Source: an optimization exercise on an open RTL-to-GDS flow (aim: small area). Production flows keep margins and buffers that such runs may drop.
RTL that was checked went through simulation tests only; none was proved equivalent to the original.
No functional check of the RTL was part of runs 2 to 4.
Power is estimated from default activity; no workload was simulated.

==> flow/config.mk <==
export PLATFORM = sky130hd
export DESIGN_NAME = taxi
export DESIGN_NICKNAME = taxi
export VERILOG_FILES = /design/flow/design.v
export SDC_FILE = /design/flow/constraint.sdc
export NUM_CORES = 4
export LEC_CHECK = 0
export ABC_AREA = 1
export CAP_MARGIN = 20
export CORE_MARGIN = 2
export CORE_UTILIZATION = 55
export SLEW_MARGIN = 20
==> flow/constraint.sdc <==
create_clock -name core_clock -period 10.0 [get_ports {clk}]
set_input_delay 2.0000 -clock core_clock [delete_from_list [all_inputs] [get_ports {clk}]]
set_output_delay 2.0000 -clock core_clock [all_outputs]
set_load 0.01 [all_outputs]
==> flow/design.v <==
module debounce (clk, rst, key, key_pulse);
  input  clk;
  input  rst;
  input  key;
  output key_pulse;
  reg key_1st_pre;
  reg key_1st_now;
  always @(posedge clk or posedge rst)
    if (rst) begin
      key_1st_pre <= 1'b1;
      key_1st_now <= 1'b1;
    end
    else begin
      key_1st_now <= key;
      key_1st_pre <= key_1st_now;
    end
  wire key_edge = key_1st_pre & (~key_1st_now);
  reg [5:0] cnt;
  always @(posedge clk or posedge rst)
    if (rst)           cnt <= 6'h0;
    else if (key_edge) cnt <= 6'h0;
    else               cnt <= {cnt[4:0], cnt[5] ^ cnt[4] ^ (cnt[4:0] == 5'd0)};
  reg key_2nd_pre;
  reg key_2nd_now;
  always @(posedge clk or posedge rst)
    if (rst)                     key_2nd_now <= 1'b1;
    else if (cnt == 6'b100000)   key_2nd_now <= key;
  always @(posedge clk or posedge rst)
    if (rst)  key_2nd_pre <= 1'b1;
    else      key_2nd_pre <= key_2nd_now;
  assign key_pulse = key_2nd_pre & (~key_2nd_now);
endmodule
module taxi (
  clk, rst, mile_v, onride, double, night, subtotal, waiting, stopped,
  seg_cat, seg_AX, speed_led, night_led, double_led, ride_led, clk_sound,
  lattice_row, lattice_Rcol, lattice_Gcol, lcd_en, lcd_rs, lcd_data
);
  input             clk;
  input             rst;
  input       [2:0] mile_v;
  input             onride;
  input             double;
  input             night;
  input             subtotal;
  input             waiting;
  input             stopped;
  output      [7:0] seg_cat;
  output reg  [7:0] seg_AX;
  output      [7:0] speed_led;
  output            night_led;
  output            double_led;
  output            ride_led;
  output            clk_sound;
  output      [7:0] lattice_row;
  output      [7:0] lattice_Rcol;
  output      [7:0] lattice_Gcol;
  output            lcd_en;
  output            lcd_rs;
  output      [7:0] lcd_data;
  assign double_led = double;
  assign night_led  = night;
  assign ride_led   = ~onride;
  reg  [14:0] gcnt;
  reg         lcd_go;                  
  always @(posedge clk or posedge rst)
    if (rst) gcnt <= 15'd0;
    else     gcnt <= gcnt + 15'd1;
  always @(posedge clk or posedge rst)
    if (rst)                     lcd_go <= 1'b0;
    else if (gcnt[5:0] == 6'd62) lcd_go <= 1'b1;
  wire tick = &gcnt[1:0];
  wire [2:0] lat_v  = gcnt[4:2];
  wire [3:0] lat_h  = gcnt[14:11];
  wire       lat_on = lcd_go | (|gcnt[5:2]);      
  assign lattice_row = lat_on ? ~(8'd1 << lat_v) : 8'hff;
  reg [14:0] pat;
  always @(*) begin
    case ({onride, lat_v})
      4'd0:  pat = 15'h0808;  4'd1:  pat = 15'h3E7F;
      4'd2:  pat = 15'h0455;  4'd3:  pat = 15'h0A22;
      4'd4:  pat = 15'h3F3E;  4'd5:  pat = 15'h0808;
      4'd6:  pat = 15'h7F08;  4'd7:  pat = 15'h087F;
      4'd8:  pat = 15'h1320;  4'd9:  pat = 15'h6A70;
      4'd10: pat = 15'h6B4F;  4'd11: pat = 15'h6A09;
      4'd12: pat = 15'h3A26;  4'd13: pat = 15'h2A26;
      4'd14: pat = 15'h0229;  default: pat = 15'h7D50;
    endcase
  end
  wire [14:0] rs1 = lat_h[3] ? {pat[6:0], 1'b0, pat[14:8]} : pat;
  wire [10:0] rs2 = lat_h[2] ? rs1[14:4] : rs1[10:0];
  wire [8:0]  rs3 = lat_h[1] ? rs2[10:2] : rs2[8:0];
  wire [7:0]  rs4 = lat_h[0] ? rs3[8:1]  : rs3[7:0];
  assign lattice_Rcol = onride ? 8'b0 : rs4;
  assign lattice_Gcol = onride ? rs4 : 8'b0;
  wire wait_dbs, stop_dbs, sub_dbs;
  debounce waitingKEY (clk, rst, waiting,  wait_dbs);
  debounce stoppedKEY (clk, rst, stopped,  stop_dbs);
  debounce subKEY     (clk, rst, subtotal, sub_dbs);
  reg       wait_st;                   
  reg       stop_c;                    
  reg [1:0] sub_c;                     
  always @(posedge clk or posedge rst)
    if (rst)                    wait_st <= 1'b0;
    else if (!onride || stop_c) wait_st <= 1'b0;
    else if (wait_dbs)          wait_st <= ~wait_st;
  always @(posedge clk or posedge rst)
    if (rst)           stop_c <= 1'b0;
    else if (!onride)  stop_c <= 1'b0;
    else if (stop_dbs) stop_c <= 1'b1;
  always @(posedge clk or posedge rst)
    if (rst)                                  sub_c <= 2'd0;
    else if (!onride)                         sub_c <= 2'd0;
    else if (double && sub_dbs && !sub_c[1])  sub_c <= sub_c + 2'd1;
  reg  [2:0] seg_cnt;                  
  reg        seg_on;                   
  reg  [6:0] mile_ms, wait_ms;         
  reg  [2:0] mile_spd;                 
  reg  [1:0] wait_m3;                  
  reg  [3:0] nc;                       
  reg  [3:0] d0, d1;                   
  reg  [2:0] d2;                       
  reg  [3:0] d3, d4, d5;               
  reg  [3:0] d6, d7;                   
  reg  [3:0] p1_0, p1_1, p2_0, p2_1;   
  reg  [2:0] p1_2, p2_2;
  reg  [3:0] snd;                      
  reg        snd_on;
  reg  [8:0] scnt;                     
  wire d3_9 = d3[3] & d3[0];
  wire d4_9 = d4[3] & d4[0];
  wire d1_9 = d1[3] & d1[0];
  wire d6_9 = d6[3] & d6[0];
  wire wsat = d5[3] & d5[0];           
  wire msat = d7[3] & d7[0] & d6_9;    
  wire w_ge5 = (d5 != 4'd0) | (d4 != 4'd0) | (d3 > 4'd4);
  wire km_gt2 = (d7 != 4'd0) | (d6 > 4'd2);
  wire fresh = (d7 == 4'd0) & (d6 == 4'd0) & (d5 == 4'd0) & (d4 == 4'd0) &
               (d3 == 4'd0) & d0[0];
  wire ride = onride & ~stop_c & (sub_c != 2'd1);
  wire pm   = double & (sub_c == 2'd0);    
  wire [1:0] fy = wait_st ? (pm ? 2'd0 : 2'd1) : (pm ? 2'd1 : 2'd2);
  wire [2:0] fj = wait_st ? (pm ? (night ? 3'd7 : 3'd6) : (night ? 3'd2 : 3'd0))
                          : (night ? 3'd4 : (pm ? 3'd2 : 3'd0));
  wire [4:0] ft   = {1'b0, nc} + {2'b0, fj};
  wire       nc5  = nc[3] | (nc[2] & (nc[1] | nc[0]));    
  wire       fr   = ((ft > 5'd4) & ~nc5) | ft[4];
  wire [3:0] nc_n = (ft > 5'd9) ? ft[3:0] - 4'd10 : ft[3:0];
  wire [3:0] fu   = d0 + {2'b0, fy} + {3'b0, fr};
  wire       fc   = fu > 4'd9;
  wire [3:0] d0_n = fc ? fu - 4'd10 : fu;
  wire wait_sec = wait_st & (wait_ms == 7'd99);
  wire mile_km  = ~wait_st & (mile_ms == 7'd99) & (mile_spd >= mile_v);
  wire fee = wait_sec ? (wait_m3 == 2'd2) & w_ge5 & ~wsat : mile_km & ~msat & km_gt2;
  wire music = ride ? (snd != 4'd15) : (snd != 4'd0);
  always @(posedge clk or posedge rst) begin
    if (rst) begin
      seg_cnt <= 3'd0;  seg_on <= 1'b0;
      mile_ms <= 7'd0;  wait_ms <= 7'd0;  mile_spd <= 3'd0;  wait_m3 <= 2'd0;
      nc <= 4'd0;
      d0 <= 4'd3;  d1 <= 4'd1;  d2 <= 3'd0;
      d3 <= 4'd0;  d4 <= 4'd0;  d5 <= 4'd9;  d6 <= 4'd9;  d7 <= 4'd9;
      p1_0 <= 4'd0; p1_1 <= 4'd0; p1_2 <= 3'd0;
      p2_0 <= 4'd0; p2_1 <= 4'd0; p2_2 <= 3'd0;
      snd <= 4'd0;  snd_on <= 1'b0;  scnt <= 9'd0;
    end
    else if (tick) begin
      if (onride) begin
        seg_cnt <= seg_cnt + 3'd1;
        seg_on  <= 1'b1;
      end
      if (onride && (ride || stop_c)) begin
        if (music) begin
          if (scnt == 9'd15) snd_on <= 1'b1;
          else if (scnt == 9'd511) begin
            snd    <= ride ? snd + 4'd1 : snd - 4'd1;
            snd_on <= 1'b0;
          end
          scnt <= scnt + 9'd1;
        end
        else snd_on <= 1'b0;
      end
      if (ride) begin
        p1_2 <= d2;  p1_1 <= d1;  p1_0 <= d0;
        if (sub_c == 2'd0) begin
          p2_2 <= d2;  p2_1 <= d1;  p2_0 <= d0;
        end
        if (fresh) begin
          if (double && night)  begin d0 <= 4'd0; nc <= 4'd6; end
          else if (night)       begin d0 <= 4'd6; nc <= 4'd6; end
          else if (double)      begin d1 <= 4'd0; d0 <= 4'd8; nc <= 4'd8; end
        end
        if (wait_st) begin
          if (wait_ms == 7'd99) begin
            wait_ms <= 7'd0;
            if (!wsat) begin
              if (d3_9) begin
                d3 <= 4'd0;
                if (d4_9) begin d4 <= 4'd0; d5 <= d5 + 4'd1; end
                else d4 <= d4 + 4'd1;
              end
              else d3 <= d3 + 4'd1;
            end
            wait_m3 <= wait_m3[1] ? 2'd0 : wait_m3 + 2'd1;
          end
          else wait_ms <= wait_ms + 7'd1;
        end
        else begin
          if (mile_ms == 7'd99) begin
            mile_ms <= 7'd0;
            if (mile_spd >= mile_v) begin
              mile_spd <= 3'd0;
              if (!msat) begin
                if (d6_9) begin d6 <= 4'd0; d7 <= d7 + 4'd1; end
                else d6 <= d6 + 4'd1;
              end
            end
            else mile_spd <= mile_spd + 3'd1;
          end
          else mile_ms <= mile_ms + 7'd1;
        end
        if (fee) begin
          d0 <= d0_n;
          nc <= nc_n;
          if (fc) begin
            if (d1_9) begin d1 <= 4'd0; d2 <= d2 + 3'd1; end
            else d1 <= d1 + 4'd1;
          end
        end
      end
      else if (!onride) begin
        mile_ms <= 7'd0;  mile_spd <= 3'd0;  wait_ms <= 7'd0;  wait_m3 <= 2'd0;
        nc <= 4'd0;  snd <= 4'd0;  snd_on <= 1'b0;
        seg_cnt <= 3'd0;  seg_on <= 1'b0;
        d0 <= 4'd3;  d1 <= 4'd1;  d2 <= 3'd0;  d3 <= 4'd0;
        d4 <= 4'd0;  d5 <= 4'd0;  d6 <= 4'd0;  d7 <= 4'd0;
      end
    end
  end
  assign seg_cat = seg_on ? ~(8'd1 << seg_cnt) : 8'hff;
  reg [3:0] dsel;
  always @(*) begin
    case (seg_cnt)
      3'd0: dsel = d0;          3'd1: dsel = d1;
      3'd2: dsel = {1'b0, d2};  3'd3: dsel = d3;
      3'd4: dsel = d4;          3'd5: dsel = d5;
      3'd6: dsel = d6;          default: dsel = d7;
    endcase
    seg_AX[0] = dsel[3] | dsel[1] | (dsel[2] & dsel[0]) | (~dsel[2] & ~dsel[0]);
    seg_AX[1] = ~dsel[2] | (dsel[1] & dsel[0]) | (~dsel[1] & ~dsel[0]);
    seg_AX[2] = dsel[2] | ~dsel[1] | dsel[0];
    seg_AX[3] = dsel[3] | (~dsel[2] & ~dsel[0]) | (dsel[1] & ~dsel[0]) |
                (~dsel[2] & dsel[1]) | (dsel[2] & ~dsel[1] & dsel[0]);
    seg_AX[4] = (~dsel[2] & ~dsel[0]) | (dsel[1] & ~dsel[0]);
    seg_AX[5] = dsel[3] | (~dsel[1] & ~dsel[0]) | (dsel[2] & ~dsel[1]) | (dsel[2] & ~dsel[0]);
    seg_AX[6] = dsel[3] | (dsel[2] & ~dsel[1]) | (~dsel[2] & dsel[1]) | (dsel[1] & ~dsel[0]);
    seg_AX[7] = 1'b0;
  end
  assign speed_led = onride ? ~(8'hfe << mile_spd) : 8'h00;
  reg [6:0] bs;
  reg       bph, bclk;
  reg [6:0] bst;
  always @(*) begin
    case (snd)
      4'd0, 4'd1, 4'd6, 4'd11, 4'd12, 4'd13: bst = 7'b0010011;    
      4'd2, 4'd5:                             bst = 7'b0110110;    
      4'd3, 4'd4:                             bst = 7'b0110111;    
      4'd8, 4'd9:                             bst = 7'b0011111;    
      default:                                bst = 7'b0011100;    
    endcase
  end
  wire bwrap = (bs == 7'd10);
  always @(posedge clk or posedge rst)
    if (rst)          begin bs <= 7'b0010011; bph <= 1'b0; bclk <= 1'b0; end
    else if (!snd_on) begin bs <= bst; bph <= 1'b0; bclk <= 1'b0; end
    else begin
      bs   <= bwrap ? bst : {bs[5:0], bs[6] ^ bs[5]};
      bph  <= bph ^ bwrap;
      bclk <= bph;
    end
  assign clk_sound = snd_on & bclk;
  reg       lcd_row;
  reg [4:0] lcd_p;
  reg [6:0] lcd_d;
  wire lcd_wr   = lcd_go & (gcnt[3:0] == 4'd14);
  wire lcd_last = (lcd_p == 5'd15);
  wire [4:0] np = lcd_last ? 5'd31 : lcd_p + 5'd1;
  wire       nrow = lcd_row ^ lcd_last;
  reg [6:0] ch;
  always @(*) begin
    if (np[4]) begin
      case (np[2:0])
        3'd2: ch = 7'h38;  3'd3: ch = 7'h08;  3'd4: ch = 7'h01;
        3'd5: ch = 7'h06;  3'd6: ch = 7'h0c;  3'd7: ch = nrow ? 7'h40 : 7'h00;
        default: ch = 7'h00;
      endcase
    end
    else if (!nrow) begin
      if (onride)
        case (np[3:0])
          4'd0:  ch = {3'h3, d7};   4'd1:  ch = {3'h3, d6};
          4'd2:  ch = "k";          4'd3:  ch = "m";
          4'd4:  ch = " ";          4'd5:  ch = {3'h3, d5};
          4'd6:  ch = {3'h3, d4};   4'd7:  ch = {3'h3, d3};
          4'd8:  ch = "s";          4'd9:  ch = " ";
          4'd10: ch = 7'h31 + mile_v;
          4'd11: ch = "s";          4'd12: ch = "/";
          4'd13: ch = "k";          4'd14: ch = "m";
          default: ch = " ";
        endcase
      else
        case (np[3:0])
          4'd0:  ch = " ";  4'd1:  ch = "T";  4'd2:  ch = "A";  4'd3:  ch = "X";
          4'd4:  ch = "I";  4'd5:  ch = " ";  4'd6:  ch = "-";  4'd7:  ch = " ";
          4'd8:  ch = "W";  4'd9:  ch = "E";  4'd10: ch = "L";  4'd11: ch = "C";
          4'd12: ch = "O";  4'd13: ch = "M";  4'd14: ch = "E";  default: ch = " ";
        endcase
    end
    else begin
      if (onride && double)
        case (np[3:0])
          4'd0:  ch = "R";  4'd1:  ch = "M";  4'd2:  ch = "B";  4'd3:  ch = " ";
          4'd4:  ch = "1";  4'd5:  ch = ":";
          4'd6:  ch = {4'h6, p1_2};  4'd7:  ch = {3'h3, p1_1};  4'd8:  ch = {3'h3, p1_0};
          4'd9:  ch = ",";  4'd10: ch = " ";  4'd11: ch = "2";  4'd12: ch = ":";
          4'd13: ch = {4'h6, p2_2};  4'd14: ch = {3'h3, p2_1};  default: ch = {3'h3, p2_0};
        endcase
      else if (onride)
        case (np[3:0])
          4'd0:  ch = "R";  4'd1:  ch = "M";  4'd2:  ch = "B";  4'd3:  ch = ":";
          4'd4:  ch = {4'h6, d2};  4'd5:  ch = {3'h3, d1};  4'd6:  ch = {3'h3, d0};
          default: ch = " ";
        endcase
      else
        case (np[3:0])
          4'd0:  ch = " ";  4'd1:  ch = "P";  4'd2:  ch = "o";  4'd3:  ch = "w";
          4'd4:  ch = "e";  4'd5:  ch = "r";  4'd6:  ch = "e";  4'd7:  ch = "d";
          4'd8:  ch = " ";  4'd9:  ch = "b";  4'd10: ch = "y";  4'd11: ch = " ";
          4'd12: ch = "L";  4'd13: ch = "Y";  4'd14: ch = "R";  default: ch = " ";
        endcase
    end
  end
  always @(posedge clk or posedge rst)
    if (rst) begin
      lcd_row <= 1'b0;  lcd_p <= 5'd25;  lcd_d <= 7'd0;
    end
    else if (lcd_wr) begin
      lcd_row <= nrow;  lcd_p <= np;  lcd_d <= ch;
    end
  assign lcd_en   = ~(lcd_go & (gcnt[3:0] >= 4'd7) & (gcnt[3:0] != 4'd15));
  assign lcd_rs   = ~lcd_p[4];
  assign lcd_data = {lcd_p[4] & lcd_p[2] & lcd_p[1] & lcd_p[0], lcd_d};
endmodule
==> flow/flow/run.sh <==
#!/bin/bash
# Own layout flow: the standard ORFS flow, with an area-oriented synthesis
# (no half/full-adder cell extraction, an area-recovering ABC script) and small
# port buffers / clock-tree buffers. Registers are those of the standard synthesis.
set -euo pipefail
W=$(pwd)
F=$W/flow
export MY_ABC_SCRIPT=$F/area.abc
cat > $W/own_synth.tcl <<EOT
proc abc {args} {
  set i [lsearch \$args -script]
  if {\$i >= 0} { lset args [expr {\$i+1}] \$::env(MY_ABC_SCRIPT) }
  yosys abc {*}\$args
}
proc extract_fa {args} {}
source $W/synth_recipe.tcl
EOT
bash standard.sh SYNTH_SCRIPT=$W/own_synth.tcl synth > $W/synth.log 2>&1
bash standard.sh "BUFFER_PORTS_ARGS=-buffer_cell sky130_fd_sc_hd__buf_1" \
  "CTS_ARGS=-sink_clustering_enable -repair_clock_nets -dont_use_dummy_load -buf_list sky130_fd_sc_hd__clkbuf_8" \
  finish > $W/layout.log 2>&1
==> flow/flow/area.abc <==
strash
&get -n
&st
&dch -f
&nf -R 1000
&put
mfs2 -a
strash
&get -n
&st
&dch -f
&nf -R 1000
&put
==> flow/standard.sh <==
#!/bin/bash
# synth_recipe.tcl (not shown) runs the flow's synth.tcl, then flattens the netlist and writes it again
# the make line also repeats each setting of config.mk as NAME=value (left out here)
make -C /OpenROAD-flow-scripts/flow DESIGN_CONFIG=/design/flow/config.mk WORK_HOME=/design/flow/orfs CLKGATE_MAP_FILE= SYNTH_SCRIPT=/design/flow/synth_recipe.tcl "${@:-finish}"
==> report_table.html, run 1 <==
<table>
<tr><th>Metric</th><th>Value</th></tr>
<tr><th colspan="2">Placed design</th></tr>
<tr><td>Half-perimeter wire length after placement</td><td>around 17,000 um</td></tr>
<tr><td>Count of buffers from port buffering</td><td>71</td></tr>
<tr><td>RD Place Congestion</td><td>0.983</td></tr>
<tr><td>Placed inst area</td><td>between 9000 and 10,000 um^2</td></tr>
<tr><td>Number of placed cells counting well taps</td><td>1,381</td></tr>
<tr><td>Minimum setup slack after placement</td><td>2.91 ns</td></tr>
<tr><th colspan="2">Detailed routing</th></tr>
<tr><td>Via-per-instance ratio</td><td>5.99</td></tr>
<tr><td>Number of design rule violations left after detail routing</td><td>0</td></tr>
<tr><td>Initial DRC Count</td><td>approximately 880</td></tr>
<tr><td>Number of routed nets with antenna violations</td><td>0</td></tr>
<tr><td>Total via count in the routed design</td><td>roughly 8,400</td></tr>
<tr><td>Routed wire per std cell</td><td>17.4 um</td></tr>
<tr><td>Overall routed net length</td><td>roughly 24,000 um</td></tr>
<tr><td>First-pass DRT Iterations</td><td>5</td></tr>
<tr><th colspan="2">Yosys</th></tr>
<tr><td>Synth top area cells</td><td>dfrtp_1 38%, nor2_1 8.1%, dfstp_2 7.8%, a21oi_1 7.4%, nand2_1 5.2%</td></tr>
<tr><td>Main combinational cell family by area after synthesis</td><td>simple AND/OR/NAND/NOR gates</td></tr>
<tr><td>Syn Std Cell Area</td><td>9090 um^2</td></tr>
<tr><td>Area share of the largest cell type after synthesis</td><td>38.2%</td></tr>
<tr><td>Multiplexer fraction of the synthesized cell area</td><td>2.08%</td></tr>
<tr><td>Post-synthesis simple-gate area fraction</td><td>26.3%</td></tr>
<tr><td>Syn Area/Cell</td><td>8.38 um^2</td></tr>
<tr><td>Post-synthesis instance total</td><td>1,085</td></tr>
<tr><td>Yosys reg bits</td><td>166</td></tr>
<tr><td>Largest area contributor in the synthesized netlist</td><td>dfrtp_1</td></tr>
<tr><td>Most instantiated library cell after synthesis</td><td>nor2_1</td></tr>
<tr><td>Synth Warn #</td><td>2</td></tr>
<tr><td>Portion of the post-synthesis area used by sequential elements</td><td>between 40% and 50%</td></tr>
<tr><td>Adder-cell share of the synthesized area</td><td>0.440%</td></tr>
<tr><td>Most frequent cells after synthesis</td><td>196 x nor2_1, 139 x dfrtp_1, 134 x a21oi_1</td></tr>
<tr><td>Number of synthesized flops with an enable pin</td><td>0</td></tr>
<tr><td>Main synth FF type</td><td>dfrtp_1</td></tr>
<tr><td>Fraction of registers with async set/reset</td><td>100%</td></tr>
<tr><td>Synthesized-area fraction occupied by ao, oa, aoi and oai cells</td><td>20.6%</td></tr>
<tr><td>Unique masters post-synth</td><td>57</td></tr>
<tr><td>XOR/XNOR Fraction of Synth Area</td><td>3.27%</td></tr>
<tr><td>Synthesized net count</td><td>roughly 1,100</td></tr>
<tr><th colspan="2">Floorplanning</th></tr>
<tr><td>Effective utilization at floorplan</td><td>55.6%</td></tr>
<tr><td>Std-Cell Rows</td><td>47</td></tr>
<tr><td>Area of the core</td><td>16,300 um^2</td></tr>
<tr><td>Height of the chip</td><td>133 um</td></tr>
<tr><td>Number of I/O pins</td><td>73</td></tr>
<tr><td>Die outline area</td><td>17,600 um^2</td></tr>
<tr><td>Horizontal extent of the die</td><td>133 um</td></tr>
<tr><th colspan="2">CTS</th></tr>
<tr><td>Skew-Pair Late Insertion Delay</td><td>~0.48 ns</td></tr>
<tr><td>Clock tree root buffer cell</td><td>clkbuf_8</td></tr>
<tr><td>Hold buffer count at cts</td><td>0</td></tr>
<tr><td>Resize count post-CTS</td><td>0</td></tr>
<tr><td>TritonCTS Sinks</td><td>166</td></tr>
<tr><td>Number of setup buffers added after CTS</td><td>0</td></tr>
<tr><td>Deepest level of the CTS H-tree</td><td>4</td></tr>
<tr><td>Clock transition at the registers of the reported paths</td><td>0.09 ns</td></tr>
<tr><td>Clock tree buffer depth</td><td>2</td></tr>
<tr><td>TritonCTS clock tree</td><td>done</td></tr>
<tr><td>Inserted Clock Buffers</td><td>17</td></tr>
<tr><th colspan="2">STA</th></tr>
<tr><td>Relative max-transition margin</td><td>~29%</td></tr>
<tr><td>Highest achievable clock rate</td><td>143 MHz</td></tr>
<tr><td>Setup TNS</td><td>0 ns</td></tr>
<tr><td>Setup repair after global routing missed its margin</td><td>no</td></tr>
<tr><td>Pins over their slew limit</td><td>0</td></tr>
<tr><td>Final-report setup violation count</td><td>0</td></tr>
<tr><td>Final Cycle Share</td><td>70.1%</td></tr>
<tr><td>Final count of hold timing violations</td><td>0</td></tr>
<tr><td>Worst Slack Setup Final</td><td>roughly 3 ns</td></tr>
<tr><td>WHS</td><td>0.368 ns</td></tr>
<tr><td>Fin Clk Skew</td><td>0.0461 ns</td></tr>
<tr><td>Post-layout minimum cycle time</td><td>7.01 ns</td></tr>
<tr><td>Actual slew at the worst max-slew pin</td><td>1.07 ns</td></tr>
<tr><th colspan="2">Worst setup path</th></tr>
<tr><td>Category of the critical setup timing path</td><td>in2out</td></tr>
<tr><td>Crit. End Element</td><td>output pin</td></tr>
<tr><td>Critical Path Source Type</td><td>primary input</td></tr>
<tr><td>Required time at the endpoint of the critical path</td><td>8.00 ns</td></tr>
<tr><td>Crit path arrival time</td><td>5.01 ns</td></tr>
<tr><td>Biggest fanout along the worst timing path</td><td>24</td></tr>
<tr><th colspan="2">Final layout</th></tr>
<tr><td>Count of non-filler cells in the finished layout</td><td>1,398</td></tr>
<tr><td>Reg area</td><td>4190 um^2</td></tr>
<tr><td>Fraction of final layout cells sized beyond drive strength 1</td><td>around 4.8%</td></tr>
<tr><td>Layout fillers</td><td>1,558</td></tr>
<tr><td>Summed area of non-filler cells in the final layout</td><td>9920 um^2</td></tr>
<tr><td># diodes</td><td>0</td></tr>
<tr><td>Area overhead of the layout relative to synthesis</td><td>9.08%</td></tr>
<tr><td>Footprint of the multi-input gates</td><td>4800 um^2</td></tr>
<tr><td>Net count reported at finish</td><td>between 1,000 and 1,500</td></tr>
<tr><td>Share of the core filled with cells in the final layout</td><td>60.7%</td></tr>
<tr><th colspan="2">Global routing</th></tr>
<tr><td>Number of global-route vias before repair</td><td>7,592</td></tr>
<tr><td>Remaining global-route overflow</td><td>0</td></tr>
<tr><td>Initial antenna violation count</td><td>0</td></tr>
<tr><td>Pin count of the biggest net entering global routing</td><td>98</td></tr>
<tr><td>Gr usage total</td><td>28.1%</td></tr>
<tr><td>Wire length of the first global-routing pass</td><td>39,400 um</td></tr>
<tr><th colspan="2">Power</th></tr>
<tr><td>P_leak</td><td>4.09 nW</td></tr>
<tr><td>Power per cell area</td><td>166 nW/um^2</td></tr>
<tr><td>Total power of the final layout</td><td>1.64 mW</td></tr>
<tr><td>Highest ir drop seen on vdd</td><td>0.000132 V</td></tr>
<tr><th colspan="2">Hold path</th></tr>
<tr><td>Classification of the worst-slack hold path</td><td>reg2reg</td></tr>
<tr><th colspan="2">Job</th></tr>
<tr><td>Number of maximum-capacitance constraint violations</td><td>0</td></tr>
<tr><th colspan="2">Status</th></tr>
<tr><td>Outcome</td><td>no timing/DRC/antenna violations</td></tr>
</table>
## state kept, by name, indices dropped and copies added (netlist names), 5 cells and up
register	count
bs	7
gcnt	15
lcd_d	7
lcd_p	5
mile_ms	7
scnt	9
stoppedKEY.cnt	6
subKEY.cnt	6
wait_ms	7
waitingKEY.cnt	6
## cells in the final DEF (no fill, tap or decap), types with 5 or more instances in the layout
cell and instances:
buf_4 9, buf_1 70, a31oi_1 15, a22o_1 7, a221oi_1 9, a21oi_1 134
a211oi_1 10, nand4_1 10, nor2b_1 13, clkinv_1 21, or2_0 9, clkbuf_8 17
nor4_1 11, a22oi_1 19, nand3_1 30, dfrtp_1 139, nor3_1 40, nor3b_1 6
o22ai_1 8, and2_0 31, o21ai_0 81, dfstp_2 27, and3_1 17, nand2_1 126
xnor2_1 20, nand2b_1 13, nor2_1 196, xor2_1 14, or3_1 5, mux2_1 15
## power breakdown
part / switching, mW / internal, mW / total [mW]
clock: 0.221 / 0.150 / 0.372
combinational: 0.208 / 0.146 / 0.354
sequential: 0.125 / 0.793 / 0.918
## per-layer routing
layer	GRT usage (%)	routed length [um]	vias to the layer above
li1	-	-	4101
met2	41.6	10600	305
met1	41.7	11600	3931
met5	0	0	-
met4	8.72	549	0
met3	5.82	1610	42
## path summary, 6_finish.rpt
kind | slack [ns] | cells after the start | endpoint | startpoint
worst max-delay path | 2.99 | 11 | lattice_Gcol[3] | onride
worst min-delay path | 0.37 | 0 | waitingKEY.key_1st_pre | waitingKEY.key_1st_now
worst max register to register | 5.06 | 12 | d5[2] | sub_c[1]
worst min register to register | 0.37 | 0 | waitingKEY.key_1st_pre | waitingKEY.key_1st_now
max in group asynchronous | 6.83 | 3 | d7[1] | rst
min in group asynchronous | 1.72 | 2 | stoppedKEY.cnt[5] | rst
## worst max-delay path: stages
cell	delay [ns]
clkbuf_2	0.41
clkinv_1	0.81
a21oi_1	0.43
nor2_1	0.09
nand2_1	0.07
o21ai_0	0.11
mux2_1	0.34
mux2_1	0.31
o21ai_0	0.21
nor2_1	0.06
buf_1	0.15
## cell type report
cell class | instances | share of cell area, %
clock buffers | 17 | 2.36
well taps | 220 | 2.77
multi-input cells | 893 | 48.4
flip-flops and latches | 166 | 42.2
inverters | 22 | 0.883
repair buffers | 80 | 3.38
## cells by family (layout without fill, tap and decap cells)
| kind of cell | Yosys count | count (layout) |
|---|---|---|
| and+or+nand+nor | 520 | 520 |
| AOI/OAI and AO/OA | 317 | 317 |
| DFF | 166 | 166 |
| xor gates and xnor gates | 34 | 34 |
| buffers and inverters | 26 | 119 |
| muxes | 17 | 17 |
| adders and majority gates | 4 | 4 |
| other | 1 | 1 |
==> run 2: changes to the inputs <==
--- a/flow/design.v
+++ b/flow/design.v
@@ -113,6 +113,9 @@
     else if (double && sub_dbs && !sub_c[1])  sub_c <= sub_c + 2'd1;
   reg  [2:0] seg_cnt;                  
   reg        seg_on;                   
+  localparam [6:0] MS_END = 7'b1001011;
+  localparam [8:0] SC_ON  = 9'b000110000;
+  localparam [8:0] SC_END = 9'b100000000;
   reg  [6:0] mile_ms, wait_ms;         
   reg  [2:0] mile_spd;                 
   reg  [1:0] wait_m3;                  
@@ -148,8 +151,8 @@
   wire [3:0] fu   = d0 + {2'b0, fy} + {3'b0, fr};
   wire       fc   = fu > 4'd9;
   wire [3:0] d0_n = fc ? fu - 4'd10 : fu;
-  wire wait_sec = wait_st & (wait_ms == 7'd99);
-  wire mile_km  = ~wait_st & (mile_ms == 7'd99) & (mile_spd >= mile_v);
+  wire wait_sec = wait_st & (wait_ms == MS_END);
+  wire mile_km  = ~wait_st & (mile_ms == MS_END) & (mile_spd >= mile_v);
   wire fee = wait_sec ? (wait_m3 == 2'd2) & w_ge5 & ~wsat : mile_km & ~msat & km_gt2;
   wire music = ride ? (snd != 4'd15) : (snd != 4'd0);
   always @(posedge clk or posedge rst) begin
@@ -170,12 +173,12 @@
       end
       if (onride && (ride || stop_c)) begin
         if (music) begin
-          if (scnt == 9'd15) snd_on <= 1'b1;
-          else if (scnt == 9'd511) begin
+          if (scnt == SC_ON) snd_on <= 1'b1;
+          else if (scnt == SC_END) begin
             snd    <= ride ? snd + 4'd1 : snd - 4'd1;
             snd_on <= 1'b0;
           end
-          scnt <= scnt + 9'd1;
+          scnt <= {scnt[7:0], scnt[8] ^ scnt[4] ^ (scnt[7:0] == 8'd0)};
         end
         else snd_on <= 1'b0;
       end
@@ -190,7 +193,7 @@
           else if (double)      begin d1 <= 4'd0; d0 <= 4'd8; nc <= 4'd8; end
         end
         if (wait_st) begin
-          if (wait_ms == 7'd99) begin
+          if (wait_ms == MS_END) begin
             wait_ms <= 7'd0;
             if (!wsat) begin
               if (d3_9) begin
@@ -202,10 +205,10 @@
             end
             wait_m3 <= wait_m3[1] ? 2'd0 : wait_m3 + 2'd1;
           end
-          else wait_ms <= wait_ms + 7'd1;
+          else wait_ms <= {wait_ms[5:0], ~(wait_ms[6] ^ wait_ms[5])};
         end
         else begin
-          if (mile_ms == 7'd99) begin
+          if (mile_ms == MS_END) begin
             mile_ms <= 7'd0;
             if (mile_spd >= mile_v) begin
               mile_spd <= 3'd0;
@@ -216,7 +219,7 @@
             end
             else mile_spd <= mile_spd + 3'd1;
           end
-          else mile_ms <= mile_ms + 7'd1;
+          else mile_ms <= {mile_ms[5:0], ~(mile_ms[6] ^ mile_ms[5])};
         end
         if (fee) begin
           d0 <= d0_n;
--- a/flow/flow/run.sh
+++ b/flow/flow/run.sh
@@ -17,5 +17,5 @@
 EOT
 bash standard.sh SYNTH_SCRIPT=$W/own_synth.tcl synth > $W/synth.log 2>&1
 bash standard.sh "BUFFER_PORTS_ARGS=-buffer_cell sky130_fd_sc_hd__buf_1" \
-  "CTS_ARGS=-sink_clustering_enable -repair_clock_nets -dont_use_dummy_load -buf_list sky130_fd_sc_hd__clkbuf_8" \
+  "CTS_ARGS=-sink_clustering_enable -repair_clock_nets -dont_use_dummy_load -buf_list sky130_fd_sc_hd__clkbuf_8 -sink_clustering_size 20" \
   finish > $W/layout.log 2>&1
==> report_table.html, run 2 <==
<table>
<tr><th>Metric</th><th>Value</th></tr>
<tr><th colspan="2">Yosys</th></tr>
<tr><td>Adder-cell share of the synthesized area</td><td>0.110%</td></tr>
<tr><td>Yosys reg bits</td><td>~170</td></tr>
<tr><td>Fraction of registers with async set/reset</td><td>100%</td></tr>
<tr><td>Post-synthesis instance total</td><td>between 1,000 and 1,500</td></tr>
<tr><td>Number of synthesized flops with an enable pin</td><td>0</td></tr>
<tr><td>Area share of the largest cell type after synthesis</td><td>38.3%</td></tr>
<tr><td>Portion of the post-synthesis area used by sequential elements</td><td>between 40% and 50%</td></tr>
<tr><td>Synth Warn #</td><td>2</td></tr>
<tr><td>Most instantiated library cell after synthesis</td><td>dfrtp_1</td></tr>
<tr><td>Synth top area cells</td><td>dfrtp_1 38%, dfstp_2 7.8%, a21oi_1 6.1%, nand2_1 5.5%, nor2_1 5.5%</td></tr>
<tr><td>Syn Area/Cell</td><td>8.81 um^2</td></tr>
<tr><td>Main combinational cell family by area after synthesis</td><td>simple AND/OR/NAND/NOR gates</td></tr>
<tr><td>Synthesized-area fraction occupied by ao, oa, aoi and oai cells</td><td>about 22%</td></tr>
<tr><td>Main synth FF type</td><td>dfrtp_1</td></tr>
<tr><td>Unique masters post-synth</td><td>56</td></tr>
<tr><td>Largest area contributor in the synthesized netlist</td><td>dfrtp_1</td></tr>
<tr><td>Synthesized net count</td><td>1,042</td></tr>
<tr><td>Post-synthesis simple-gate area fraction</td><td>22.9%</td></tr>
<tr><td>Syn Std Cell Area</td><td>9080 um^2</td></tr>
<tr><td>Multiplexer fraction of the synthesized cell area</td><td>4.55%</td></tr>
<tr><td>XOR/XNOR Fraction of Synth Area</td><td>3.38%</td></tr>
<tr><td>Most frequent cells after synthesis</td><td>139 x dfrtp_1, 134 x nand2_1, 132 x nor2_1</td></tr>
<tr><th colspan="2">Worst setup path</th></tr>
<tr><td>Required time at the endpoint of the critical path</td><td>roughly 8.0 ns</td></tr>
<tr><td>Worst reg2reg path startpoint</td><td>wait_st</td></tr>
<tr><td>Crit. End Element</td><td>output pin</td></tr>
<tr><td>Endpoint of the most critical register-to-register path</td><td>d2[1]</td></tr>
<tr><td>Critical Path Source Type</td><td>primary input</td></tr>
<tr><td>Setup slack on the worst flop-to-flop path</td><td>5.45 ns</td></tr>
<tr><td>Crit path arrival time</td><td>4.18 ns</td></tr>
<tr><td>Biggest fanout along the worst timing path</td><td>29</td></tr>
<tr><td>Number of cells traversed by the worst register-to-register path</td><td>21</td></tr>
<tr><td>Category of the critical setup timing path</td><td>in2out</td></tr>
<tr><th colspan="2">Final layout</th></tr>
<tr><td>Footprint of the multi-input gates</td><td>4780 um^2</td></tr>
<tr><td>Most frequent cells in the layout</td><td>139 x dfrtp_1, 134 x nand2_1, 132 x nor2_1</td></tr>
<tr><td>Share of the core filled with cells in the final layout</td><td>62.1%</td></tr>
<tr><td>Most flops, register</td><td>gcnt</td></tr>
<tr><td>Fraction of final layout cells sized beyond drive strength 1</td><td>between 5 and 6%</td></tr>
<tr><td>Net count reported at finish</td><td>1,142</td></tr>
<tr><td># diodes</td><td>0</td></tr>
<tr><td>Leading cell type in the layout, fill and taps excluded</td><td>dfrtp_1</td></tr>
<tr><td>Max reg flops</td><td>15</td></tr>
<tr><td>Layout fillers</td><td>1,471</td></tr>
<tr><td>Count of non-filler cells in the finished layout</td><td>1,345</td></tr>
<tr><td>Reg area</td><td>about 4200 um^2</td></tr>
<tr><td>Area overhead of the layout relative to synthesis</td><td>9.38%</td></tr>
<tr><td>Largest registers in the final layout</td><td>gcnt: 15 flops, scnt: 9 flops</td></tr>
<tr><th colspan="2">CTS</th></tr>
<tr><td>TritonCTS clock tree</td><td>done</td></tr>
<tr><td>Resize count post-CTS</td><td>0</td></tr>
<tr><td>Deepest level of the CTS H-tree</td><td>4</td></tr>
<tr><td>Number of setup buffers added after CTS</td><td>0</td></tr>
<tr><td>TritonCTS Sinks</td><td>166</td></tr>
<tr><td>Hold buffer count at cts</td><td>0</td></tr>
<tr><td>Clock tree root buffer cell</td><td>clkbuf_8</td></tr>
<tr><td>Clock tree buffer depth</td><td>2</td></tr>
<tr><td>Skew-Pair Late Insertion Delay</td><td>about 0.46 ns</td></tr>
<tr><td>Clock transition at the registers of the reported paths</td><td>0.10 ns</td></tr>
<tr><td>Inserted Clock Buffers</td><td>17</td></tr>
<tr><th colspan="2">Global routing</th></tr>
<tr><td>Pin count of the biggest net entering global routing</td><td>100</td></tr>
<tr><td>Initial antenna violation count</td><td>0</td></tr>
<tr><td>Number of global-route vias before repair</td><td>7,651</td></tr>
<tr><td>Remaining global-route overflow</td><td>0</td></tr>
<tr><td>Wire length of the first global-routing pass</td><td>39,200 um</td></tr>
<tr><td>Gr usage total</td><td>27.4%</td></tr>
<tr><th colspan="2">STA</th></tr>
<tr><td>Fin Clk Skew</td><td>0.0356 ns</td></tr>
<tr><td>Highest achievable clock rate</td><td>162 MHz</td></tr>
<tr><td>Final-report setup violation count</td><td>0</td></tr>
<tr><td>Pins over their slew limit</td><td>0</td></tr>
<tr><td>Final count of hold timing violations</td><td>0</td></tr>
<tr><td>Setup repair after global routing missed its margin</td><td>no</td></tr>
<tr><td>Setup TNS</td><td>0 ns</td></tr>
<tr><td>Relative max-transition margin</td><td>38.7%</td></tr>
<tr><td>Post-layout minimum cycle time</td><td>6.18 ns</td></tr>
<tr><td>Final Cycle Share</td><td>61.8%</td></tr>
<tr><td>Actual slew at the worst max-slew pin</td><td>between 0.9 and 1 ns</td></tr>
<tr><th colspan="2">Detailed routing</th></tr>
<tr><td>Total via count in the routed design</td><td>8,264</td></tr>
<tr><td>Initial DRC Count</td><td>883</td></tr>
<tr><td>Number of routed nets with antenna violations</td><td>0</td></tr>
<tr><td>Via-per-instance ratio</td><td>6.14</td></tr>
<tr><td>Overall routed net length</td><td>23,500 um</td></tr>
<tr><td>Routed wire per std cell</td><td>17.5 um</td></tr>
<tr><td>First-pass DRT Iterations</td><td>8</td></tr>
<tr><td>Number of design rule violations left after detail routing</td><td>0</td></tr>
<tr><th colspan="2">Job</th></tr>
<tr><td>Number of maximum-capacitance constraint violations</td><td>0</td></tr>
<tr><th colspan="2">Floorplanning</th></tr>
<tr><td>Std-Cell Rows</td><td>46</td></tr>
<tr><td>Height of the chip</td><td>132 um</td></tr>
<tr><td>Die outline area</td><td>17,600 um^2</td></tr>
<tr><td>Effective utilization at floorplan</td><td>56.7%</td></tr>
<tr><td>Horizontal extent of the die</td><td>132 um</td></tr>
<tr><td>Number of I/O pins</td><td>73</td></tr>
<tr><td>Area of the core</td><td>16,000 um^2</td></tr>
<tr><th colspan="2">Hold path</th></tr>
<tr><td>Hold Path Cell Cnt</td><td>0</td></tr>
<tr><td>Critical hold path startpoint</td><td>stoppedKEY.key_1st_now</td></tr>
<tr><td>WHS Endpoint</td><td>stoppedKEY.key_1st_pre</td></tr>
<tr><td>Classification of the worst-slack hold path</td><td>reg2reg</td></tr>
<tr><th colspan="2">Power</th></tr>
<tr><td>Total power of the final layout</td><td>1.75 mW</td></tr>
<tr><td>Highest ir drop seen on vdd</td><td>0.000148 V</td></tr>
<tr><td>Power per cell area</td><td>177 nW/um^2</td></tr>
<tr><td>P_leak</td><td>4.05 nW</td></tr>
<tr><th colspan="2">Placed design</th></tr>
<tr><td>Half-perimeter wire length after placement</td><td>16,600 um</td></tr>
<tr><td>RD Place Congestion</td><td>around 0.97</td></tr>
<tr><td>Number of placed cells counting well taps</td><td>1,328</td></tr>
<tr><td>Count of buffers from port buffering</td><td>71</td></tr>
<tr><th colspan="2">Status</th></tr>
<tr><td>Outcome</td><td>no timing/DRC/antenna violations</td></tr>
</table>
-- run 2: per-stage QoR --
step / setup WS [ns] / hold WS, ns / area [um^2]
after floorplan: 4.48 / 0.351 / 9080
after global placement: 3.91 / 0.353 / 9700
after global routing: 3.53 / 0.378 / 9930
after CTS: 3.86 / 0.372 / 9930
final: 3.82 / 0.370 / 9930
after detailed placement: 3.81 / 0.357 / 9700
-- run 2: worst max-delay path by stage --
| stage | slack, ns | startpoint | depth (start not counted) | end |
|---|---|---|---|---|
| finish | 3.82 | onride | 12 | lattice_Gcol[5] |
| global route | 3.53 | onride | 12 | lattice_Gcol[5] |
| CTS | 3.86 | onride | 12 | lattice_Gcol[5] |
| detailed placement | 3.81 | double | 22 | d2[1] |
| global placement | 3.91 | onride | 12 | lattice_Rcol[5] |
| floorplan | 4.48 | double | 20 | d2[1] |
-- run 2: final cells by class --
type	count	share of cell area, %
timing repair buffer	85	3.75
multi-input combinational	838	48.1
inverter	23	0.920
clock buffer	17	2.36
tap	216	2.72
sequential	166	42.2
-- run 2: critical path: stages --
cell      delay, ns
clkbuf_2       0.47
and2_0         0.30
o21ai_0        0.11
o21ai_0        0.13
nor2_1         0.07
a21oi_1        0.15
o21ai_0        0.12
mux2_1         0.34
nand2_1        0.07
o21ai_0        0.10
and2_0         0.19
buf_1          0.12
-- run 2: power by group --
part | total [mW] | leakage, nW | internal [mW] | switching [mW]
sequential | 0.969 | 2.09 | 0.815 | 0.155
combinational | 0.426 | 1.84 | 0.186 | 0.240
clock | 0.359 | 0.122 | 0.150 | 0.209
total | 1.75 | 4.05 | 1.15 | 0.603
-- run 2: metal layers --
layer,global-route usage (%),vias up,part of all wire (%)
met4,7.35,0,1.5
li1,-,3992,-
met2,41.5,316,45
met3,5.52,35,7.1
met5,0,-,0
met1,40.5,3921,47
-- run 2: cell families after synthesis --
family	Yosys count
xor+xnor	35
mux	36
flops	166
buf+inv	27
compound gates	321
fa+ha+maj	1
other cells	1
simple gates	444
==> run 3: changes to the inputs <==
--- a/flow/design.v
+++ b/flow/design.v
@@ -61,17 +61,24 @@
   assign night_led  = night;
   assign ride_led   = ~onride;
   reg  [14:0] gcnt;
-  reg         lcd_go;                  
+  wire        g_lo_end = &gcnt[4:0];
+  wire        g_mid_end = (gcnt[10:5] == 6'b100000);
   always @(posedge clk or posedge rst)
     if (rst) gcnt <= 15'd0;
-    else     gcnt <= gcnt + 15'd1;
-  always @(posedge clk or posedge rst)
-    if (rst)                     lcd_go <= 1'b0;
-    else if (gcnt[5:0] == 6'd62) lcd_go <= 1'b1;
+    else begin
+      gcnt[4:0] <= gcnt[4:0] + 5'd1;
+      if (g_lo_end)
+        gcnt[10:5] <= {gcnt[9:5], gcnt[10] ^ gcnt[9] ^ (gcnt[9:5] == 5'd0)};
+      if (g_lo_end & g_mid_end)
+        gcnt[14:11] <= gcnt[14:11] + 4'd1;
+    end
   wire tick = &gcnt[1:0];
+  reg       lcd_row;                   
+  reg [4:0] lcd_p;
+  wire       lcd_go =  ~(lcd_p[4] & ~lcd_p[2] & ~lcd_p[1] & ~lcd_p[0]);    
   wire [2:0] lat_v  = gcnt[4:2];
   wire [3:0] lat_h  = gcnt[14:11];
-  wire       lat_on = lcd_go | (|gcnt[5:2]);      
+  wire       lat_on = lcd_go | gcnt[5] | (|gcnt[4:2]);    
   assign lattice_row = lat_on ? ~(8'd1 << lat_v) : 8'hff;
   reg [14:0] pat;
   always @(*) begin
@@ -281,8 +288,6 @@
       bclk <= bph;
     end
   assign clk_sound = snd_on & bclk;
-  reg       lcd_row;
-  reg [4:0] lcd_p;
   reg [6:0] lcd_d;
   wire lcd_wr   = lcd_go & (gcnt[3:0] == 4'd14);
   wire lcd_last = (lcd_p == 5'd15);
@@ -344,7 +349,10 @@
   end
   always @(posedge clk or posedge rst)
     if (rst) begin
-      lcd_row <= 1'b0;  lcd_p <= 5'd25;  lcd_d <= 7'd0;
+      lcd_row <= 1'b0;  lcd_p <= 5'd24;  lcd_d <= 7'd0;
+    end
+    else if (!lcd_go) begin
+      if (gcnt[4:0] == 5'd30 && gcnt[5]) lcd_p <= 5'd25;
     end
     else if (lcd_wr) begin
       lcd_row <= nrow;  lcd_p <= np;  lcd_d <= ch;
--- a/flow/flow/run.sh
+++ b/flow/flow/run.sh
@@ -17,5 +17,5 @@
 EOT
 bash standard.sh SYNTH_SCRIPT=$W/own_synth.tcl synth > $W/synth.log 2>&1
 bash standard.sh "BUFFER_PORTS_ARGS=-buffer_cell sky130_fd_sc_hd__buf_1" \
-  "CTS_ARGS=-sink_clustering_enable -repair_clock_nets -dont_use_dummy_load -buf_list sky130_fd_sc_hd__clkbuf_8 -sink_clustering_size 20" \
+  "CTS_ARGS=-sink_clustering_enable -repair_clock_nets -dont_use_dummy_load -buf_list sky130_fd_sc_hd__clkbuf_8" \
   finish > $W/layout.log 2>&1
==> flow/flow/area.abc (replaced) <==
strash
&get -n
&st
&dch -f
&nf -R 1000
&put
mfs2 -a
strash
&get -n
&st
&dch -f
&nf -R 1000
&put
mfs2 -a
strash
&get -n
&st
&dch -f
&nf -R 1000
&put
mfs2 -a
strash
&get -n
&st
&dch -f
&nf -R 1000
&put
mfs2 -a
strash
&get -n
&st
&dch -f
&nf -R 1000
&put
mfs2 -a
strash
&get -n
&st
&dch -f
&nf -R 1000
&put
mfs2 -a
strash
&get -n
&st
&dch -f
&nf -R 1000
&put
==> report_table.html, run 3 <==
<table>
<tr><th>Metric</th><th>Value</th></tr>
<tr><th colspan="2">Yosys</th></tr>
<tr><td>Post-synthesis simple-gate area fraction</td><td>23.9%</td></tr>
<tr><td>Synth Warn #</td><td>2</td></tr>
<tr><td>Multiplexer fraction of the synthesized cell area</td><td>about 5.5%</td></tr>
<tr><td>Largest area contributor in the synthesized netlist</td><td>dfrtp_1</td></tr>
<tr><td>Synthesized-area fraction occupied by ao, oa, aoi and oai cells</td><td>around 20%</td></tr>
<tr><td>Synth top area cells</td><td>dfrtp_1 39%, dfstp_2 7.6%, nor2_1 5.8%, a21oi_1 5.7%, nand2_1 5.4%</td></tr>
<tr><td>Synthesized net count</td><td>1,034</td></tr>
<tr><td>Yosys reg bits</td><td>between 150 and 200</td></tr>
<tr><td>Most frequent cells after synthesis</td><td>139 x dfrtp_1, 139 x nor2_1, 130 x nand2_1</td></tr>
<tr><td>Portion of the post-synthesis area used by sequential elements</td><td>46.1%</td></tr>
<tr><td>Number of synthesized flops with an enable pin</td><td>0</td></tr>
<tr><td>Main combinational cell family by area after synthesis</td><td>simple AND/OR/NAND/NOR gates</td></tr>
<tr><td>Area share of the largest cell type after synthesis</td><td>38.6%</td></tr>
<tr><td>XOR/XNOR Fraction of Synth Area</td><td>under 10%</td></tr>
<tr><td>Fraction of registers with async set/reset</td><td>100%</td></tr>
<tr><td>Main synth FF type</td><td>dfrtp_1</td></tr>
<tr><td>Unique masters post-synth</td><td>56</td></tr>
<tr><td>Syn Area/Cell</td><td>a little under 9 um^2</td></tr>
<tr><td>Post-synthesis instance total</td><td>1,023</td></tr>
<tr><td>Adder-cell share of the synthesized area</td><td>less than 1%</td></tr>
<tr><td>Syn Std Cell Area</td><td>9020 um^2</td></tr>
<tr><th colspan="2">CTS</th></tr>
<tr><td>Clock tree root buffer cell</td><td>clkbuf_8</td></tr>
<tr><td>TritonCTS Sinks</td><td>165</td></tr>
<tr><td>Inserted Clock Buffers</td><td>17</td></tr>
<tr><td>Clock transition at the registers of the reported paths</td><td>0.08 ns</td></tr>
<tr><td>Hold buffer count at cts</td><td>0</td></tr>
<tr><td>Skew-Pair Late Insertion Delay</td><td>approximately 0.47 ns</td></tr>
<tr><td>Deepest level of the CTS H-tree</td><td>4</td></tr>
<tr><td>TritonCTS clock tree</td><td>done</td></tr>
<tr><td>Clock tree buffer depth</td><td>2</td></tr>
<tr><td>Number of setup buffers added after CTS</td><td>0</td></tr>
<tr><td>Resize count post-CTS</td><td>0</td></tr>
<tr><th colspan="2">Power</th></tr>
<tr><td>Total power of the final layout</td><td>1.68 mW</td></tr>
<tr><td>Share of total power consumed by net switching</td><td>around 34%</td></tr>
<tr><td>Combinational power share</td><td>22.8%</td></tr>
<tr><td>Switching power total</td><td>between 0.5 and 0.6 mW</td></tr>
<tr><td>Clk network pwr share</td><td>21.1%</td></tr>
<tr><td>Power per cell area</td><td>roughly 170 nW/um^2</td></tr>
<tr><td>P_leak</td><td>4.07 nW</td></tr>
<tr><td>Share of power burned in registers</td><td>56.1%</td></tr>
<tr><td>Power Internal</td><td>roughly 1.1 mW</td></tr>
<tr><td>Highest ir drop seen on vdd</td><td>between 0.0001 and 0.00015 V</td></tr>
<tr><th colspan="2">Placed design</th></tr>
<tr><td>Half-perimeter wire length after placement</td><td>16,700 um</td></tr>
<tr><td>Count of buffers from port buffering</td><td>71</td></tr>
<tr><td>RD Place Congestion</td><td>0.940</td></tr>
<tr><th colspan="2">Worst setup path</th></tr>
<tr><td>Critical Path Source Type</td><td>primary input</td></tr>
<tr><td>Category of the critical setup timing path</td><td>in2out</td></tr>
<tr><td>Required time at the endpoint of the critical path</td><td>~8.0 ns</td></tr>
<tr><td>Number of cells traversed by the worst register-to-register path</td><td>19</td></tr>
<tr><td>Endpoint of the most critical register-to-register path</td><td>d2[2]</td></tr>
<tr><td>Crit. End Element</td><td>output pin</td></tr>
<tr><td>Biggest fanout along the worst timing path</td><td>54</td></tr>
<tr><td>Setup slack on the worst flop-to-flop path</td><td>5.54 ns</td></tr>
<tr><td>Worst reg2reg path startpoint</td><td>sub_c[1]</td></tr>
<tr><td>Crit path from</td><td>onride</td></tr>
<tr><td>Crit path arrival time</td><td>4.88 ns</td></tr>
<tr><th colspan="2">Status</th></tr>
<tr><td>Outcome</td><td>no timing/DRC/antenna violations</td></tr>
<tr><th colspan="2">STA</th></tr>
<tr><td>Post-layout minimum cycle time</td><td>6.88 ns</td></tr>
<tr><td>Fin Clk Skew</td><td>between 0.03 and 0.04 ns</td></tr>
<tr><td>Pins over their slew limit</td><td>0</td></tr>
<tr><td>Final count of hold timing violations</td><td>0</td></tr>
<tr><td>Actual slew at the worst max-slew pin</td><td>0.956 ns</td></tr>
<tr><td>Final Cycle Share</td><td>between 60 and 70%</td></tr>
<tr><td>WHS</td><td>0.366 ns</td></tr>
<tr><td>Relative max-transition margin</td><td>36.3%</td></tr>
<tr><td>Setup TNS</td><td>0 ns</td></tr>
<tr><td>Highest achievable clock rate</td><td>145 MHz</td></tr>
<tr><td>Final-report setup violation count</td><td>0</td></tr>
<tr><td>Setup repair after global routing missed its margin</td><td>no</td></tr>
<tr><th colspan="2">Hold path</th></tr>
<tr><td>Critical hold path startpoint</td><td>subKEY.key_1st_now</td></tr>
<tr><td>Hold Path Cell Cnt</td><td>0</td></tr>
<tr><td>WHS Endpoint</td><td>subKEY.key_1st_pre</td></tr>
<tr><td>Classification of the worst-slack hold path</td><td>reg2reg</td></tr>
<tr><th colspan="2">Floorplanning</th></tr>
<tr><td>Height of the chip</td><td>approximately 130 um</td></tr>
<tr><td>Area of the core</td><td>approximately 16,000 um^2</td></tr>
<tr><td>Effective utilization at floorplan</td><td>56.6%</td></tr>
<tr><td>Horizontal extent of the die</td><td>132 um</td></tr>
<tr><td>Die outline area</td><td>~17,000 um^2</td></tr>
<tr><td>Std-Cell Rows</td><td>46</td></tr>
<tr><td>Number of I/O pins</td><td>73</td></tr>
<tr><th colspan="2">Detailed routing</th></tr>
<tr><td>Initial DRC Count</td><td>897</td></tr>
<tr><td>Number of design rule violations left after detail routing</td><td>0</td></tr>
<tr><td>Routed wire per std cell</td><td>17.3 um</td></tr>
<tr><td>Via-per-instance ratio</td><td>6.10</td></tr>
<tr><td>Overall routed net length</td><td>23,100 um</td></tr>
<tr><td>First-pass DRT Iterations</td><td>9</td></tr>
<tr><td>Number of routed nets with antenna violations</td><td>0</td></tr>
<tr><td>Total via count in the routed design</td><td>between 8,000 and 9,000</td></tr>
<tr><th colspan="2">Final layout</th></tr>
<tr><td>Most flops, register</td><td>gcnt</td></tr>
<tr><td>Net count reported at finish</td><td>1,132</td></tr>
<tr><td>Largest registers in the final layout</td><td>gcnt: 15 flops, scnt: 9 flops</td></tr>
<tr><td>Most frequent cells in the layout</td><td>139 x nor2_1, 139 x dfrtp_1, 130 x nand2_1</td></tr>
<tr><td>Share of the core filled with cells in the final layout</td><td>61.8%</td></tr>
<tr><td>Max reg flops</td><td>15</td></tr>
<tr><td>Area overhead of the layout relative to synthesis</td><td>9.28%</td></tr>
<tr><td># diodes</td><td>0</td></tr>
<tr><td>Fraction of final layout cells sized beyond drive strength 1</td><td>5.09%</td></tr>
<tr><th colspan="2">Global routing</th></tr>
<tr><td>Number of global-route vias before repair</td><td>7,557</td></tr>
<tr><td>Gr usage total</td><td>27.6%</td></tr>
<tr><td>Remaining global-route overflow</td><td>0</td></tr>
<tr><td>Initial antenna violation count</td><td>0</td></tr>
<tr><td>Wire length of the first global-routing pass</td><td>approximately 39,000 um</td></tr>
<tr><td>Pin count of the biggest net entering global routing</td><td>76</td></tr>
<tr><th colspan="2">Job</th></tr>
<tr><td>Number of maximum-capacitance constraint violations</td><td>0</td></tr>
</table>
## run 3: changes by cell type after synthesis, moves of 5 or more
cell	change
a211oi_1	-8
a21oi_1	-8
and2_0	+5
mux2_1	+5
mux2i_1	+5
nor2_1	+7
nor2b_1	+8
or3_1	+6
xnor2_1	-5
## run 3: cell families after synthesis
group,after synthesis
and+or+nand+nor,459
AOI/OAI and AO/OA,297
DFF,165
muxes,45
xor gates and xnor gates,31
buffers and inverters,23
adders and majority gates,2
other,1
## run 3: power groups by stage
stage | registers [mW] | clock network (mW) | logic (mW)
detailed placement | 0.953 | 0 | 0.383
global placement | 0.949 | 0 | 0.375
CTS | 0.942 | 0.367 | 0.385
floorplan | 0.904 | 0 | 0.300
finish | 0.945 | 0.356 | 0.383
global route | 0.966 | 0.397 | 0.437
## run 3: layer usage
layer,global-route usage (%),wire length [um],vias to the layer above
met2,42.6,10600,342
met4,7.79,464,0
li1,-,-,3921
met3,5.61,1520,45
met1,39.7,10600,3834
met5,0,0,-
## run 3: worst max-delay path: stages
cell      delay, ns
clkbuf_2       0.07
buf_4          0.44
clkinv_1       0.64
or3_1          0.55
o21ai_0        0.12
nor2_1         0.06
a21oi_1        0.14
nor2_1         0.07
nand2_1        0.09
o21ai_0        0.13
a22o_1         0.28
and2_0         0.14
buf_1          0.12
## run 3: cell type report
class	count	area, um^2
inverters	19	76.3
clock buffers	17	234
well taps	216	270
multi-input cells	835	4760
flip-flops and latches	165	4160
fillers	1442	6080
repair buffers	83	358
## run 3: per-stage QoR
stage / instance area [um^2] / std cells / setup slack (ns)
floorplan: 9020 / 1023 / 4.29
global placement: 9630 / 1318 / 3.21
detailed placement: 9630 / 1318 / 3.16
CTS: 9860 / 1335 / 3.16
global route: 9860 / 1335 / 2.81
finish: 9860 / 1335 / 3.12
## run 3: how the worst max path moves through the flow
stage	end	slack, ns	cells after the start
2_1_floorplan	lattice_Gcol[0]	4.29	10
3_3_place_gp	lattice_Rcol[0]	3.21	13
3_5_place_dp	lattice_Rcol[0]	3.16	13
4_1_cts	lattice_Rcol[0]	3.16	13
5_1_grt	lattice_Rcol[0]	2.81	13
6_report	lattice_Rcol[0]	3.12	13
==> run 4: changes to the inputs <==
--- a/flow/config.mk
+++ b/flow/config.mk
@@ -6,7 +6,8 @@
 export NUM_CORES = 4
 export LEC_CHECK = 0
 export ABC_AREA = 1
-export CAP_MARGIN = 20
+export CAP_MARGIN = 0
 export CORE_MARGIN = 2
 export CORE_UTILIZATION = 55
-export SLEW_MARGIN = 20
+export GPL_TIMING_DRIVEN = 0
+export SLEW_MARGIN = 0
==> report_table.html, run 4 <==
<table>
<tr><th>Metric</th><th>Value</th></tr>
<tr><th colspan="2">Status</th></tr>
<tr><td>Outcome</td><td>no timing/DRC/antenna violations</td></tr>
<tr><th colspan="2">Job</th></tr>
<tr><td>Number of maximum-capacitance constraint violations</td><td>0</td></tr>
<tr><th colspan="2">Yosys</th></tr>
<tr><td>Main synth FF type</td><td>dfrtp_1</td></tr>
<tr><td>Unique masters post-synth</td><td>56</td></tr>
<tr><td>Syn Area/Cell</td><td>just under 9 um^2</td></tr>
<tr><td>Post-synthesis simple-gate area fraction</td><td>23.9%</td></tr>
<tr><td>Synth Warn #</td><td>2</td></tr>
<tr><td>Portion of the post-synthesis area used by sequential elements</td><td>between 40% and 50%</td></tr>
<tr><td>Main combinational cell family by area after synthesis</td><td>simple AND/OR/NAND/NOR gates</td></tr>
<tr><td>Area share of the largest cell type after synthesis</td><td>38.6%</td></tr>
<tr><td>Most frequent cells after synthesis</td><td>139 x dfrtp_1, 139 x nor2_1, 130 x nand2_1</td></tr>
<tr><td>Number of synthesized flops with an enable pin</td><td>0</td></tr>
<tr><td>Largest area contributor in the synthesized netlist</td><td>dfrtp_1</td></tr>
<tr><th colspan="2">STA</th></tr>
<tr><td>Final-report setup violation count</td><td>0</td></tr>
<tr><td>Pins over their slew limit</td><td>0</td></tr>
<tr><td>Setup TNS</td><td>0 ns</td></tr>
<tr><td>Actual slew at the worst max-slew pin</td><td>about 1.4 ns</td></tr>
<tr><td>Relative max-transition margin</td><td>between 8 and 9%</td></tr>
<tr><td>WHS</td><td>0.368 ns</td></tr>
<tr><td>Final Cycle Share</td><td>~68%</td></tr>
<tr><td>Setup repair after global routing missed its margin</td><td>no</td></tr>
<tr><td>Final count of hold timing violations</td><td>0</td></tr>
<tr><td>Post-layout minimum cycle time</td><td>6.83 ns</td></tr>
<tr><td>Fin Clk Skew</td><td>0.0274 ns</td></tr>
<tr><th colspan="2">Hold path</th></tr>
<tr><td>Critical hold path startpoint</td><td>waitingKEY.key_1st_now</td></tr>
<tr><td>Hold Path Cell Cnt</td><td>0</td></tr>
<tr><td>WHS Endpoint</td><td>waitingKEY.key_1st_pre</td></tr>
<tr><th colspan="2">Worst setup path</th></tr>
<tr><td>Critical Path Source Type</td><td>primary input</td></tr>
<tr><td>Critical path cell sequence</td><td>buf_2, buf_12, clkinv_1, or3_1, o21ai_0, a21oi_1, nand2_1, o21ai_0, mux2i_1, mux2i_1, and2_0, buf_1</td></tr>
<tr><td>Crit path arrival time</td><td>4.83 ns</td></tr>
<tr><td>Worst reg2reg path startpoint</td><td>stop_c</td></tr>
<tr><td>Maximum single-stage delay on the critical path</td><td>just over 0.6 ns</td></tr>
<tr><td>Setup slack on the worst flop-to-flop path</td><td>5.05 ns</td></tr>
<tr><td>Crit. End Element</td><td>output pin</td></tr>
<tr><td>Number of cells traversed by the worst register-to-register path</td><td>11</td></tr>
<tr><td>Category of the critical setup timing path</td><td>in2out</td></tr>
<tr><td>Cell family with the largest share of critical-path delay</td><td>buffers and inverters</td></tr>
<tr><td>Slowest stage cell on the critical path</td><td>clkinv_1</td></tr>
<tr><td>Buf/Inv on CP</td><td>4</td></tr>
<tr><th colspan="2">Floorplanning</th></tr>
<tr><td>Effective utilization at floorplan</td><td>56.6%</td></tr>
<tr><td>Std-Cell Rows</td><td>46</td></tr>
<tr><td>Area of the core</td><td>15,900 um^2</td></tr>
<tr><td>Height of the chip</td><td>about 130 um</td></tr>
<tr><td>Die outline area</td><td>17,400 um^2</td></tr>
<tr><td>Number of I/O pins</td><td>73</td></tr>
<tr><th colspan="2">Final layout</th></tr>
<tr><td>Fraction of final layout cells sized beyond drive strength 1</td><td>4.85%</td></tr>
<tr><td>Largest registers in the final layout</td><td>gcnt: 15 flops, scnt: 9 flops</td></tr>
<tr><td>Net count reported at finish</td><td>1,127</td></tr>
<tr><td>Count of non-filler cells in the finished layout</td><td>between 1,000 and 1,500</td></tr>
<tr><td>Max reg flops</td><td>15</td></tr>
<tr><td>Area overhead of the layout relative to synthesis</td><td>9.39%</td></tr>
<tr><th colspan="2">Global routing</th></tr>
<tr><td>Remaining global-route overflow</td><td>0</td></tr>
<tr><td>Initial antenna violation count</td><td>0</td></tr>
<tr><td>Gr usage total</td><td>26.5%</td></tr>
<tr><td>Pin count of the biggest net entering global routing</td><td>100</td></tr>
<tr><th colspan="2">Placed design</th></tr>
<tr><td>RD Place Congestion</td><td>0.944</td></tr>
<tr><td>Count of buffers from port buffering</td><td>71</td></tr>
<tr><td>Half-perimeter wire length after placement</td><td>16,200 um</td></tr>
<tr><td>Number of placed cells counting well taps</td><td>~1,300</td></tr>
<tr><th colspan="2">Detailed routing</th></tr>
<tr><td>Via-per-instance ratio</td><td>~6.0</td></tr>
<tr><td>Number of routed nets with antenna violations</td><td>0</td></tr>
<tr><td>First-pass DRT Iterations</td><td>6</td></tr>
<tr><td>Overall routed net length</td><td>22,600 um</td></tr>
<tr><td>Initial DRC Count</td><td>760</td></tr>
<tr><td>Routed wire per std cell</td><td>17.0 um</td></tr>
<tr><td>Total via count in the routed design</td><td>approximately 8,000</td></tr>
<tr><th colspan="2">Power</th></tr>
<tr><td>Power per cell area</td><td>roughly 170 nW/um^2</td></tr>
<tr><th colspan="2">CTS</th></tr>
<tr><td>Clock transition at the registers of the reported paths</td><td>0.08 ns</td></tr>
<tr><td>TritonCTS Sinks</td><td>between 150 and 200</td></tr>
<tr><td>Number of setup buffers added after CTS</td><td>0</td></tr>
<tr><td>Hold buffer count at cts</td><td>0</td></tr>
</table>
[run 4: how the worst max path moves through the flow]
stage,end,start,depth (start not counted)
finish,lattice_Rcol[4],onride,12
detailed placement,d5[2],onride,13
global placement,lattice_Gcol[6],onride,11
CTS,d5[2],onride,13
floorplan,lattice_Gcol[0],onride,10
global route,lattice_Rcol[5],onride,12
[run 4: area by class of cell]
| cell class | instances | area [um^2] | area share, % |
|---|---|---|---|
| Buffer | 4 | 30.0 | 0.304 |
| Sequential cell | 165 | 4160 | 42.2 |
| Timing Repair Buffer | 74 | 330 | 3.35 |
| Tap cell | 216 | 270 | 2.74 |
| Clock buffer | 17 | 234 | 2.37 |
| Multi-Input combinational cell | 835 | 4770 | 48.3 |
| Inverter | 19 | 76.3 | 0.773 |
[run 4: report_power, final]
group	total, mW	internal (mW)	switching, mW
combinational	0.385	0.161	0.224
clock	0.355	0.150	0.205
sequential	0.943	0.804	0.139
total	1.68	1.11	0.568
[run 4: logic make-up after synthesis]
logic type / Yosys count
other cells: 1
compound gates: 297
simple gates: 459
mux: 45
flops: 165
fa+ha+maj: 2
buf+inv: 23
xor+xnor: 31
[run 4: per-layer routing]
| layer | share of wire [%] | routed length (um) | track usage (%) |
|---|---|---|---|
| met1 | 46 | 10400 | 37.6 |
| met2 | 45 | 10200 | 41.1 |
| met5 | 0 | 0 | 0 |
| met4 | 2.2 | 504 | 8.21 |
| met3 | 6.6 | 1500 | 5.65 |
[run 4: per-stage QoR]
step | total power, mW | setup WS, ns | instance area, um^2 | utilization, %
2_1_floorplan | 1.20 | 4.29 | 9020 | -
3_3_place_gp | 1.32 | 0.910 | 9560 | 60.0
3_5_place_dp | 1.33 | 2.39 | 9640 | 60.4
4_1_cts | 1.69 | 2.85 | 9870 | 61.9
5_1_grt | 1.79 | 2.89 | 9870 | 61.9
6_report | 1.68 | 3.17 | 9870 | 61.9
[run 4: worst reg2reg max path, cell delays in order (launching register included)]
cell      delay [ns]
dfrtp_1         0.40
nand2b_1        0.17
nand2b_1        0.58
o21ai_1         0.93
o21ai_1         0.53
or2_0           0.38
a31oi_1         0.41
nor2b_1         0.54
nor2b_1         0.42
and3_1          0.28
o21ai_0         0.09
a21oi_1         0.13

re-timing with driven ports:
How much do the figures lean on ideal ports? The routed layouts below were timed once more, with nothing changed but the port constraints. Step 1: set_driving_cell puts a clkbuf_16 on clk and a buf_2 on each other input, an assumption about the parent block. Step 2 adds t to the input delays and takes it off the output delays; t is the mean of the earliest and latest rising clock arrival at the registers after step 1. Input paths then give back, and output paths get back, about the clock's delay inside the block. Slacks: ideal / step 1 / step 2; pairs: ideal / step 1.
run	t, ns	setup WS [ns]	worst hold slack (ns)	worst setup path at the end
run 1	0.497	2.987 / 2.966 / 2.830	0.368 / 0.368 / 0.368	input to register
run 2	0.487	3.817 / 3.794 / 3.721	0.370 / 0.370 / 0.370	input to register
run 3	0.490	3.121 / 3.096 / 3.096	0.366 / 0.366 / 0.366	input to output
run 4	0.483	3.169 / 3.146 / 3.085	0.368 / 0.368 / 0.368	input to register
After both steps setup and hold are still met in every run listed. The setup slack of run 1, which loses most, moves by -0.021 ns with the drivers and by -0.157 ns with both steps.
